From an optimization exercise on the open Yosys and OpenROAD flow, aimed at small area, a short achievable clock period and few clock cycles; shortcuts taken in it are not production practice. At most, simulation tests tie the RTL to the original design; equivalence was not proved.

## Dual_mode_neuron
module Dual_mode_neuron (
    input wire clk,
    input wire rstn,
    input wire mode,     
    input wire signed [26 : 0] i_in,    
    output wire signed [26 : 0] v,
    output reg signed [26:0] h_0,
    output reg done
);
For scale: roughly 15000 cells after synthesis, ~110000 µm² of cells after synthesis.
export LEC_CHECK = 0
export ABC_AREA = 1
export CAP_MARGIN = 30
export CORE_MARGIN = 2
export CORE_UTILIZATION = 40
export PLACE_DENSITY = 0.65
export SETUP_SLACK_MARGIN = 3.5
export SLEW_MARGIN = 30
create_clock -name core_clock -period 11.0 [get_ports {clk}]
run.sh (not shown) runs the stock make flow with config.mk's settings and CLKGATE_MAP_FILE= SYNTH_SCRIPT=/design/flow/synth_recipe.tcl, a recipe that flattens the netlist after the stock synthesis.
Testbench counts at the start, summed over its fixed seeds: cycles 489,012.
==> next run, changes <==
--- a/flow/config.mk
+++ b/flow/config.mk
@@ -10,5 +10,5 @@
 export CORE_MARGIN = 2
 export CORE_UTILIZATION = 40
-export PLACE_DENSITY = 0.65
-export SETUP_SLACK_MARGIN = 3.5
+export PLACE_DENSITY = 0.75
+export SETUP_SLACK_MARGIN = 5
 export SLEW_MARGIN = 30
What happened: Non-clock buffer count goes up by 744; global-route usage goes up by 0.59 points; clock-buffer cell count increases by 12; worst hold slack gets worse by 0.0039 ns; sequential share of layout area shrinks by 2.9 points; via count came out higher by 7.2%; final cell count climbs by 4.0%; setup slack improved by 0.57 ns.
==> next run, changes <==
--- a/flow/config.mk
+++ b/flow/config.mk
@@ -11,4 +11,4 @@
 export CORE_UTILIZATION = 40
 export PLACE_DENSITY = 0.75
-export SETUP_SLACK_MARGIN = 5
+export SETUP_SLACK_MARGIN = 4
 export SLEW_MARGIN = 30
Cell count goes down by 3.5%.
Design area goes down by 9.7%.
Worst setup slack is worse by 0.18 ns.
Die area stays the same.
Routed wire length goes down by 4.7%.
Clock-buffer cell count goes down by 9.
Via count goes down by about 5.4%.
==> next run, changes <==
--- a/flow/config.mk
+++ b/flow/config.mk
@@ -9,5 +9,5 @@
 export CAP_MARGIN = 30
 export CORE_MARGIN = 2
-export CORE_UTILIZATION = 40
+export CORE_UTILIZATION = 47
 export PLACE_DENSITY = 0.75
 export SETUP_SLACK_MARGIN = 4
Wire length goes down by a few percent.
Global-route usage grows by 4.5 points.
Worst hold slack degrades by 0.025 ns.
Fmax barely changes.

Dual_mode_neuron, a different RTL version from the one above (not shown whole).
Size in the first run: roughly 12000 cells after synthesis, ~1200 flip-flops, roughly 85 I/O pins.
Settings: LEC_CHECK=0, CAP_MARGIN=20, CORE_MARGIN=2, CORE_UTILIZATION=40, PLACE_DENSITY=0.75, SETUP_SLACK_MARGIN=3, SLEW_MARGIN=20; clock period 11.0 ns.
Next try:
--- a/flow/config.mk
+++ b/flow/config.mk
@@ -11,3 +11,3 @@
 export PLACE_DENSITY = 0.75
-export SETUP_SLACK_MARGIN = 3
+export SETUP_SLACK_MARGIN = 3.5
 export SLEW_MARGIN = 20
Effect: The new run passed the timing, DRC and antenna checks; core utilization went up by 0.82 points; clock skew came out lower by 40 ps; non-clock buffer count grows by 127; hold slack gets worse by 14 ps; via count increases by 2.3%; clock-buffer cell count rose by 23; routed wire length grows by about 1.2%; worst setup slack gains 88 ps.
No run of this note included a check of the RTL's function; only the layout flow was run.

## north
Another version of the RTL of Dual_mode_neuron (not shown whole).
For scale: ~12000 cells after synthesis, roughly 1200 flip-flops.
clock: 11.0 ns
lec_check: 0
cap_margin: 30
core_margin: 2
core_utilization: 40
cts_buf_list: sky130_fd_sc_hd__clkbuf_8
place_density: 0.75
setup_slack_margin: 3.5
slew_margin: 30
No stage failed in north, and the final checks on the layout all came back clean.
The following lists how south was set up differently from north:
- CORE_UTILIZATION changed from 40 to 50
- CAP_MARGIN changed from 30 to 20
- SLEW_MARGIN changed from 30 to 20
- CTS_BUF_LIST removed (was sky130_fd_sc_hd__clkbuf_8)
[summary]
- south went all the way through synthesis, placement and routing and the layout is clean on timing, DRC and antenna.
- On fraction of area in non-clock buffers, north tracks south almost exactly.
- Going from north to south, length of routed met3 wiring shrank by a few percent.
- After detailed routing, north needs more wire than south.
- Note that the routed via count divided by cell count recorded for north amounts to 0.937 times the value seen in south.
- south vs. north: area of all placed cells without fillers fell 1.0%, pin slew with the least headroom to its limit now larger.
Here is what was changed in the inputs of east compared with south.
- CORE_UTILIZATION now 40, was 50
- Against south, east reports a sequential share of layout area that is lower.
- The delay contributed by the slowest stage of the critical path reported for east is greater than that of south by 0.34 ns.
- east has more setup slack than south.
- What east reported for floorplan die area has to be multiplied by 0.801 to get the figure for south.
- east vs south: wire length up slightly
- Of south and east, the higher number of cells upsized or downsized after cts belongs to east.
- Going from south to east, the total placed instance area was found to have gone up by about 0.7%.
- Going from south to east, final-layout clock-cell area share grows by 0.19 points.
No functional check of the RTL was part of any run of this note.

== run A ==
RTL: one of the versions met above, not the one the previous note started from.
For scale: roughly 1200 flip-flops.
==> flow/config.mk <==
export PLATFORM = sky130hd
export DESIGN_NAME = Dual_mode_neuron
export DESIGN_NICKNAME = Dual_mode_neuron
export VERILOG_FILES = /design/flow/design.v
export SDC_FILE = /design/flow/constraint.sdc
export NUM_CORES = 8
export LEC_CHECK = 0
export CAP_MARGIN = 30
export CORE_MARGIN = 2
export CORE_UTILIZATION = 40
export PLACE_DENSITY = 0.75
export SETUP_SLACK_MARGIN = 3.5
export SLEW_MARGIN = 30
==> flow/constraint.sdc <==
create_clock -name core_clock -period 11.0 [get_ports {clk}]
set_input_delay 2.2000 -clock core_clock [delete_from_list [all_inputs] [get_ports {clk}]]
set_output_delay 2.2000 -clock core_clock [all_outputs]
set_load 0.01 [all_outputs]
Testbench counts of run A, summed over its fixed seeds: cycles 489,012.
Input-level comparison between run B and run A:
- an added ABC_AREA of 1
Results
Of run B and run A, the run reporting the lower total number of vias was run A.
Delta (run B minus run A): global routing usage on met3 ~0 delta, number of instances resized during post-cts repair -19%, mux cell area share after synthesis -3.2 points, normalized max-slew margin -2.9 points, layout overhead on the synthesized area -1.8 points.
Compared with run A, run B shows a clock network contribution to total cell area that is 0.16 points lower.
Summary — sequential-to-total area share from yosys stat, run B relative to run A: lower, by 1.0 points.
Transition time at the pin with the least slew margin ended up 0.044 ns higher on run B than on run A.
Cmp run B vs run A: number of logic inverters in the finished layout higher in run B
Input-level comparison between run C and run B:
- a change of PLACE_DENSITY from 0.75 to 0.65
- a change of SETUP_SLACK_MARGIN from 3.5 to 4
## What came out
- Looking only at maximum number of pins on one net before global-route repair, and setting everything else aside, the higher value of run C and run B goes to run B.
- Going from run B to run C, the final worst setup slack was found to have gone up by 0.57 ns.
- Relative to run B, routing usage on met1 has increased by 2.7 points in run C.
- NOTE number of buffers outside the clock class in the layout run B->run C increased by more than 10%
Edits applied to the flow inputs when going from run C to run D:
- swapping 4 for 4.25 in SETUP_SLACK_MARGIN
--- outcome ---
Run D: flow completed, timing, DRC and antenna clean. On total overflow reported by the global router, run D and run C are neck and neck. Run D vs run C, critical-path cell with the highest stage delay: o211ai_1 vs nor4_1. Changes observed in run D relative to run C: port buffer count did not really move. met2 usage in global routing, run D and run C, lower one = run D. Diff run D..run C | multi-input combinational gate total | negligible. Path type of the worst setup path = in -> reg: run C; path type of the worst setup path = reg -> reg: run D. Relative max-transition margin (run D over run C): decrease, 0.33 points. The total negative slack of run D and that of run C are within noise of each other. Run D: share of the final layout cell area in multi-input gates is 0.23 points lower than what run C reported.
What run E does differently from run D at the input level:
- PLACE_DENSITY: 0.65 -> 0.55
- SETUP_SLACK_MARGIN: 4.25 -> 3.75
Summary: with run D as the reference, design area in run E moved down by a few percent.
Summary of run E over run D: via count now smaller, worst path buffer plus inverter count now larger, worst setup slack now smaller, count of multi-input gates comparable.
Of run E and run D, it is run E that has the higher clock period minus final worst setup slack.
Number of instances in the placed design essentially unchanged between run D and run E.
Compared with run D, run E shows a sequential portion of the cell area that is 0.61 points higher.

Dual_mode_neuron, a different RTL version from the one above (not shown whole).
For scale: roughly 12000 cells after synthesis, roughly 85 I/O pins.
==> flow/config.mk <==
export PLATFORM = sky130hd
export DESIGN_NAME = Dual_mode_neuron
export DESIGN_NICKNAME = Dual_mode_neuron
export VERILOG_FILES = /design/flow/design.v
export SDC_FILE = /design/flow/constraint.sdc
export NUM_CORES = 8
export LEC_CHECK = 0
export CAP_MARGIN = 20
export CORE_MARGIN = 2
export CORE_UTILIZATION = 40
export PLACE_DENSITY = 0.75
export SETUP_SLACK_MARGIN = 3.5
export SLEW_MARGIN = 20
==> flow/constraint.sdc <==
create_clock -name core_clock -period 11.0 [get_ports {clk}]
set_input_delay 2.2000 -clock core_clock [delete_from_list [all_inputs] [get_ports {clk}]]
set_output_delay 2.2000 -clock core_clock [all_outputs]
set_load 0.01 [all_outputs]
The starting point completed with no timing, DRC or antenna violations.
Change:
- SETUP_SLACK_MARGIN: 3.5 -> 4
Effect: Synthesized cell count stays the same. Worst hold slack hardly moves. Cell count came out higher by a few percent. Clock skew came out higher by 0.012 ns. Worst setup slack improved by 0.12 ns. Core utilization is higher by 2.0 points. Design area grows by a few percent. Die area stays the same. Routed wire length barely changes.
No functional check of the RTL was part of any run of this note.

## lane 1
RTL: one of the versions met above, not the one the previous note started from.
Size in the first run: ~1200 flip-flops, ~85 I/O pins.
Design Dual_mode_neuron, start of the top module:
module Dual_mode_neuron (
    input wire clk,
    input wire rstn,
    input wire mode,     
    input wire signed [26 : 0] i_in,    
    output wire signed [26 : 0] v,
    output reg signed [26:0] h_0,
    output reg done
);
==> flow/config.mk <==
export PLATFORM = sky130hd
export DESIGN_NAME = Dual_mode_neuron
export DESIGN_NICKNAME = Dual_mode_neuron
export VERILOG_FILES = /design/flow/design.v
export SDC_FILE = /design/flow/constraint.sdc
export NUM_CORES = 8
export LEC_CHECK = 0
export ABC_AREA = 1
export CAP_MARGIN = 30
export CORE_MARGIN = 2
export CORE_UTILIZATION = 40
export PLACE_DENSITY = 0.75
export SETUP_SLACK_MARGIN = 4
export SLEW_MARGIN = 30
export TNS_END_PERCENT = 30
==> flow/constraint.sdc <==
create_clock -name core_clock -period 11.0 [get_ports {clk}]
set_input_delay 2.2000 -clock core_clock [delete_from_list [all_inputs] [get_ports {clk}]]
set_output_delay 2.2000 -clock core_clock [all_outputs]
set_load 0.01 [all_outputs]
Testbench counts of lane 1, summed over its fixed seeds: cycles 489,012.
What lane 2 does differently from lane 1 at the input level:
- swapping 0.75 for 0.55 in PLACE_DENSITY
- clearing TNS_END_PERCENT, which used to be 30
==> results.txt <==
- Going from lane 1 to lane 2, part of the cycle the worst path needs down 1.5 points; worst stage delay on the critical path moved up; minimum clock period dropped 0.16 ns; flip-flop and latch share of the layout cell area ~0 delta.
- In the reports for lane 1 and lane 2, the larger wire length of the first global-routing pass belongs to lane 2.
- As far as proportion of synthesized area in mux cells goes, lane 1 and lane 2 are indistinguishable; the numbers are identical.
Edits applied to the flow inputs when going from lane 2 to lane 3:
- PLACE_DENSITY: 0.55 -> 0.45
==> results.txt <==
Having completed the whole flow, lane 3 delivered a layout that passed the timing, DRC and antenna checks. Between lane 3 and lane 2, it is lane 3 whose number of cells on the worst reg-to-reg path is higher, by 3. Sequential share of layout area ended up 0.23 points lower on lane 3 than on lane 2. Comparing lane 2 against lane 3, there is no change at all in number of buffers between clock root and the deepest sink. Total length of routed wires (lower): lane 2. On first-iteration DRC count, lane 3 does worse than lane 2. Min final-layout clock buffer total across lane 3 and lane 2: lane 2. Synthesized area came out exactly the same in lane 3 and lane 2.

## P
Dual_mode_neuron, a different RTL version from the one above (not shown whole).
Size in the first run: about 910 flip-flops, ~91000 um^2 of cells after synthesis.
clock: 11.0 ns
lec_check: 0
cap_margin: 20
core_margin: 2
core_utilization: 40
place_density: 0.75
setup_slack_margin: 2
slew_margin: 20
Testbench counts of P, summed over its fixed seeds: cycles 801,219.
#### Input delta (Q over P)
--- a/flow/config.mk
+++ b/flow/config.mk
@@ -10,4 +10,4 @@
 export CORE_UTILIZATION = 40
 export PLACE_DENSITY = 0.75
-export SETUP_SLACK_MARGIN = 2
+export SETUP_SLACK_MARGIN = 4
 export SLEW_MARGIN = 20
### Flow results
P ended up with a21oi_1 as its slowest cell on the critical path; Q ended up with edfxtp_1. As far as xor and xnor area share after synthesis goes, P and Q are indistinguishable; the numbers are identical. For number of cells on the worst reg-to-reg path, dividing the value from Q by the value from P gives 1.5. Of P and Q, P shows the lower met3 demand-to-capacity share in global routing, with Q above it. Q vs. P: count of buffer and inverter cells on the critical path moved up; count of clock-net buffers in the final layout moved up. Summary: post-layout worst setup margin, Q better than P.

==> separate check: timing with driven ports <==
No port has a modelled driver above. Below, the same layouts with a new extraction and two added sets of constraints. Step 1, drivers: a clkbuf_16 drives clk and a buf_2 each remaining input, both assumed. Step 2 adds t to the input delays and takes it off the output delays; t is the mean of the earliest and latest rising clock arrival at the registers after step 1. Input paths then give back, and output paths get back, about the clock's delay inside the block. Slacks: ideal / step 1 / step 2; pairs: ideal / step 1.
run	t, ns	setup slack, ns	worst setup path at the end	cell pins on the clock port's net
the first run of note 1	0.966	3.518 / 3.523 / 2.618	input to register	1
the second run of note 1	0.977	4.084 / 4.084 / 3.650	input to register	1
the third run of note 1	0.972	3.902 / 3.902 / 3.006	input to register	1
the fourth run of note 1	0.958	3.901 / 3.901 / 3.062	input to register	1
the first run of note 2	0.961	3.005 / 3.005 / 2.206	input to register	1
the second run of note 2	0.961	3.093 / 3.093 / 2.691	input to register	1
north	1.197	2.890 / 2.890 / 2.355	input to register	1
south	0.931	2.952 / 2.952 / 2.670	input to register	1
east	0.959	3.033 / 3.033 / 2.540	input to register	1
run A	0.960	3.337 / 3.337 / 2.590	input to register	1
run B	0.966	3.442 / 3.474 / 2.548	input to register	1
run C	0.957	4.013 / 4.037 / 3.132	input to register	1
run D	0.957	3.860 / 3.860 / 3.274	input to register	1
run E	0.971	3.711 / 3.742 / 2.829	input to register	1
the first run of note 5	0.992	3.299 / 3.299 / 2.396	input to register	1
the second run of note 5	1.036	3.422 / 3.422 / 2.703	input to register	1
lane 1	0.963	3.848 / 3.859 / 2.950	input to register	1
lane 2	0.962	4.009 / 4.023 / 3.111	input to register	1
lane 3	0.988	3.900 / 3.900 / 3.053	input to register	1
P	0.873	1.898 / 1.898 / 1.642	input to register	1
Q	0.857	3.222 / 3.222 / 3.216	input to register	1
After both steps every run listed still meets setup and hold. For the first run of note 5, which loses most, drivers alone change the setup slack by 0.000 ns; drivers and shift together by -0.903 ns.
